What follows belongs to an exercise in optimizing a design on an open flow for small area and a short achievable clock period; a production flow would make more cautious choices. Only simulation tests tie the RTL to the original design; equivalence was not proved.

old:
Design LSTM, start of the top module:
module LSTM(clk, Of, En, Ci, Cip, In, Ui, Uf, Uk, Uo, Wi, Wk, Wf, Wo, Vo, Bi, Bo, Bf, Bk, PrevH, Cout, Hout);
For scale: about 1400 cells after synthesis, about 150 I/O pins.
Settings: LEC_CHECK=0, CAP_MARGIN=20, CORE_MARGIN=2, CORE_UTILIZATION=40, SLEW_MARGIN=20, SYNTH_HIERARCHICAL=1; clock period 45.0 ns.
standard.sh (not shown) runs the stock make flow with config.mk's settings and CLKGATE_MAP_FILE= SYNTH_SCRIPT=/design/flow/synth_recipe.tcl, a recipe that flattens the netlist after the stock synthesis.
==> flow/flow/run.sh <==
#!/bin/bash
set -euo pipefail
export BUFFER_PORTS_ARGS="-buffer_cell sky130_fd_sc_hd__buf_2"
bash standard.sh > standard_flow.log 2>&1
#### Input delta (new over old)
Settings: CTS_BUF_LIST: unset -> sky130_fd_sc_hd__clkbuf_8.
==> flow/flow/run.sh <==
#!/bin/bash
set -euo pipefail
export BUFFER_PORTS_ARGS="-buffer_cell sky130_fd_sc_hd__buf_1"
export SETUP_SLACK_MARGIN=20
export TNS_END_PERCENT=0
bash standard.sh > standard_flow.log 2>&1
Results
Min final area across new and old: old
new ends up with a global routing usage on met2 that is 3.0 points higher than in old.
Both conditions hold for new: the flow ran to the end and the final layout passed the timing, DRC and antenna checks.
new ends up with a minimum setup slack after placement that is 210 ps higher than in old.
On new: slew at the pin closest to its max-slew limit is 180 ps lower than what old gave.
When new is set beside old, its worst hold slack turns out to be 4.1 ps larger.
Between old and new, the later-pin clock latency in the skew report figures differ only marginally.
Looking at buffers plus inverters on the worst setup path, new sits 3 above old.
Changes observed in new relative to old: area used by multi-input combinational logic increased by 2.0% relative to the old numbers, highest achievable clock rate increased by about 3% relative to the old numbers, non-clock buffer count increased by 52 relative to the old numbers.

========
job 6356:
Starting RTL as in the previous note.
export LEC_CHECK = 0
export CAP_MARGIN = 20
export CORE_MARGIN = 2
export CORE_UTILIZATION = 40
export CTS_BUF_LIST = sky130_fd_sc_hd__clkbuf_8
export CTS_CLUSTER_DIAMETER = 200
export CTS_CLUSTER_SIZE = 30
export SLEW_MARGIN = 20
export SYNTH_HIERARCHICAL = 1
create_clock -name core_clock -period 45.0 [get_ports {clk}]
==> flow/flow/run.sh <==
#!/bin/bash
set -euo pipefail
export BUFFER_PORTS_ARGS="-buffer_cell sky130_fd_sc_hd__buf_1"
bash standard.sh > standard_flow.log 2>&1
Every stage of the flow completed for job 6356, and the final layout passed the timing, DRC and antenna checks.
What job 2869 does differently from job 6356 at the input level:
Settings: CORE_UTILIZATION now 55, was 40; CTS_CLUSTER_DIAMETER no longer set, was 200; CTS_CLUSTER_SIZE no longer set, was 30.
### Flow results
| fraction of the cycle the final worst path needs | lower: job 6356 |
Worst path setup slack after routing on job 2869 is down relative to job 6356.
Fmax: job 2869 < job 6356
In summary, job 2869 completed successfully, with a layout that passed the timing, DRC and antenna checks.
The following lists how job 6528 was set up differently from job 2869:
Settings: CORE_UTILIZATION changed from 55 to 40; CTS_BUF_LIST removed (was sky130_fd_sc_hd__clkbuf_8).
==> flow/flow/run.sh <==
#!/bin/bash
set -euo pipefail
export BUFFER_PORTS_ARGS="-buffer_cell sky130_fd_sc_hd__buf_2"
export SETUP_SLACK_MARGIN=22
bash standard.sh > standard_flow.log 2>&1
Notes after the runs:
Comparing job 6528 and job 2869, the higher number of antenna violations at the first check in global routing was measured on job 6528.
Job 6528 vs job 2869 — average via count per standard cell dropped about 4%.
Routed wire in job 6528 totals more than in job 2869.
Of job 6528 and job 2869, the run reporting the lower critical path depth was job 2869.
Looking at critical path launch point, the In[3] result is from job 6528; the PrevH[0] one comes from job 2869.
Input changes introduced in job 4560 (baseline for comparison: job 6528):
Settings: CTS_BUF_LIST: unset -> sky130_fd_sc_hd__clkbuf_8.
==> flow/flow/run.sh <==
#!/bin/bash
set -euo pipefail
export BUFFER_PORTS_ARGS="-buffer_cell sky130_fd_sc_hd__buf_1"
bash standard.sh > standard_flow.log 2>&1
==> summary.txt <==
- Summary of job 4560 over job 6528: total number of H-tree levels neither gained nor lost much, number of vias per cell now sits lower.
- Share of the final layout cell area in sequential cells delta for job 4560 relative to job 6528: 0.26 points higher
- Met2 track demand over resource: job 4560 < job 6528
- Re overall via count from detail_route: job 4560 is 354 down on job 6528.
- Run comparison: job 6528 source of the critical timing path In[3]; job 4560 source of the critical timing path In[1]
- Job 6528 leaves more setup margin than job 4560.
- Delta (job 4560 minus job 6528): final routed wirelength across all metal layers now sits lower, core utilization now sits lower, final area now sits lower.

========
Starting RTL as in the previous note.
clock: 45.0 ns
lec_check: 0
cap_margin: 20
core_margin: 2
core_utilization: 40
cts_buf_list: sky130_fd_sc_hd__clkbuf_8
slew_margin: 20
synth_hierarchical: 1
==> flow/flow/run.sh <==
#!/bin/bash
set -euo pipefail
export BUFFER_PORTS_ARGS="-buffer_cell sky130_fd_sc_hd__buf_1"
export RECOVER_POWER=100
bash standard.sh > standard_flow.log 2>&1
The first run completed, yet does not pass: max-capacitance violations, max-slew violations.
Next try:
==> flow/flow/run.sh (replaced) <==
#!/bin/bash
set -euo pipefail
export BUFFER_PORTS_ARGS="-buffer_cell sky130_fd_sc_hd__buf_1"
bash standard.sh > standard_flow.log 2>&1
--- a/flow/config.mk
+++ b/flow/config.mk
@@ -10,3 +10,2 @@
 export CORE_UTILIZATION = 40
-export CTS_BUF_LIST = sky130_fd_sc_hd__clkbuf_8
 export SLEW_MARGIN = 20
This time the run finished with timing, DRC and antenna clean.
Critical path depth is higher by 5.
First-iteration DRC count is lower by 4.7%.
Hold slack got worse by 0.0093 ns.
Area after synthesis is unchanged.
Non-clock buffer count is unchanged.
Synthesized cell count stays the same.
Setup slack improved by 1.1 ns.
Routed wire length hardly moves.
Next try:
--- a/flow/config.mk
+++ b/flow/config.mk
@@ -9,3 +9,4 @@
 export CORE_MARGIN = 2
-export CORE_UTILIZATION = 40
+export CORE_UTILIZATION = 70
+export CTS_BUF_LIST = sky130_fd_sc_hd__clkbuf_8
 export SLEW_MARGIN = 20
=>
- cell area decreases by about 1.9%
- worst setup slack is worse by 0.28 ns
- routed wire length fell by 7.0%
- worst hold slack improved by 0.097 ns
- critical path depth is unchanged
- die area went down by 42%
- sequential cell count does not change
- synthesized cell count is unchanged
- core utilization rose by 31 points
- final cell count is lower by 9.6%
Next try:
--- a/flow/config.mk
+++ b/flow/config.mk
@@ -7,7 +7,7 @@
 export LEC_CHECK = 0
-export CAP_MARGIN = 20
+export CAP_MARGIN = 0
 export CORE_MARGIN = 2
-export CORE_UTILIZATION = 70
+export CORE_UTILIZATION = 40
 export CTS_BUF_LIST = sky130_fd_sc_hd__clkbuf_8
-export SLEW_MARGIN = 20
+export SLEW_MARGIN = 0
 export SYNTH_HIERARCHICAL = 1
After rerunning:
- The changed run produced a clean layout
- flip-flop and latch count stays the same
- hold slack gets worse by 0.096 ns
- synthesized cell count is unchanged

-- port drivers added, routing unchanged --
No port has a modelled driver above. Below, the same layouts with a new extraction and two added sets of constraints. Step 1 (the two cells are an assumption about what drives the block):
set clk [get_ports {clk}]
set_driving_cell -lib_cell sky130_fd_sc_hd__clkbuf_16 $clk
set_driving_cell -lib_cell sky130_fd_sc_hd__buf_2 [delete_from_list [all_inputs] $clk]
Step 2, shift: input delay + t, output delay - t, t = (earliest + latest rising clock arrival at the registers) / 2. This alone moves slack from input paths to output paths. a / b / c = ideal / step 1 / step 2; a / b = the first two.
| run | t (ns) | slack for setup (ns) | clock arrival spread, ns |
|---|---|---|---|
| old | 0.292 | 18.870 / 18.849 / 18.849 | 0.004 / 0.005 |
| new | 0.298 | 19.649 / 19.625 / 19.625 | 0.004 / 0.004 |
| job 6356 | 0.298 | 19.071 / 19.044 / 19.044 | 0.006 / 0.006 |
| job 2869 | 0.296 | 18.655 / 18.623 / 18.623 | 0.005 / 0.005 |
| job 6528 | 0.296 | 19.791 / 19.674 / 19.674 | 0.002 / 0.003 |
| job 4560 | 0.298 | 19.071 / 19.044 / 19.044 | 0.006 / 0.006 |
| the first run of note 3 | 0.298 | 17.989 / 17.967 / 17.967 | 0.005 / 0.005 |
| the second run of note 3 | 0.288 | 19.075 / 19.047 / 19.047 | 0.003 / 0.003 |
| the third run of note 3 | 0.289 | 18.796 / 18.770 / 18.770 | 0.009 / 0.009 |
| the fourth run of note 3 | 0.298 | 19.071 / 19.044 / 19.044 | 0.006 / 0.006 |
The setup slack of job 6528, which loses most, moves by -0.117 ns with the drivers and by -0.117 ns with both steps.
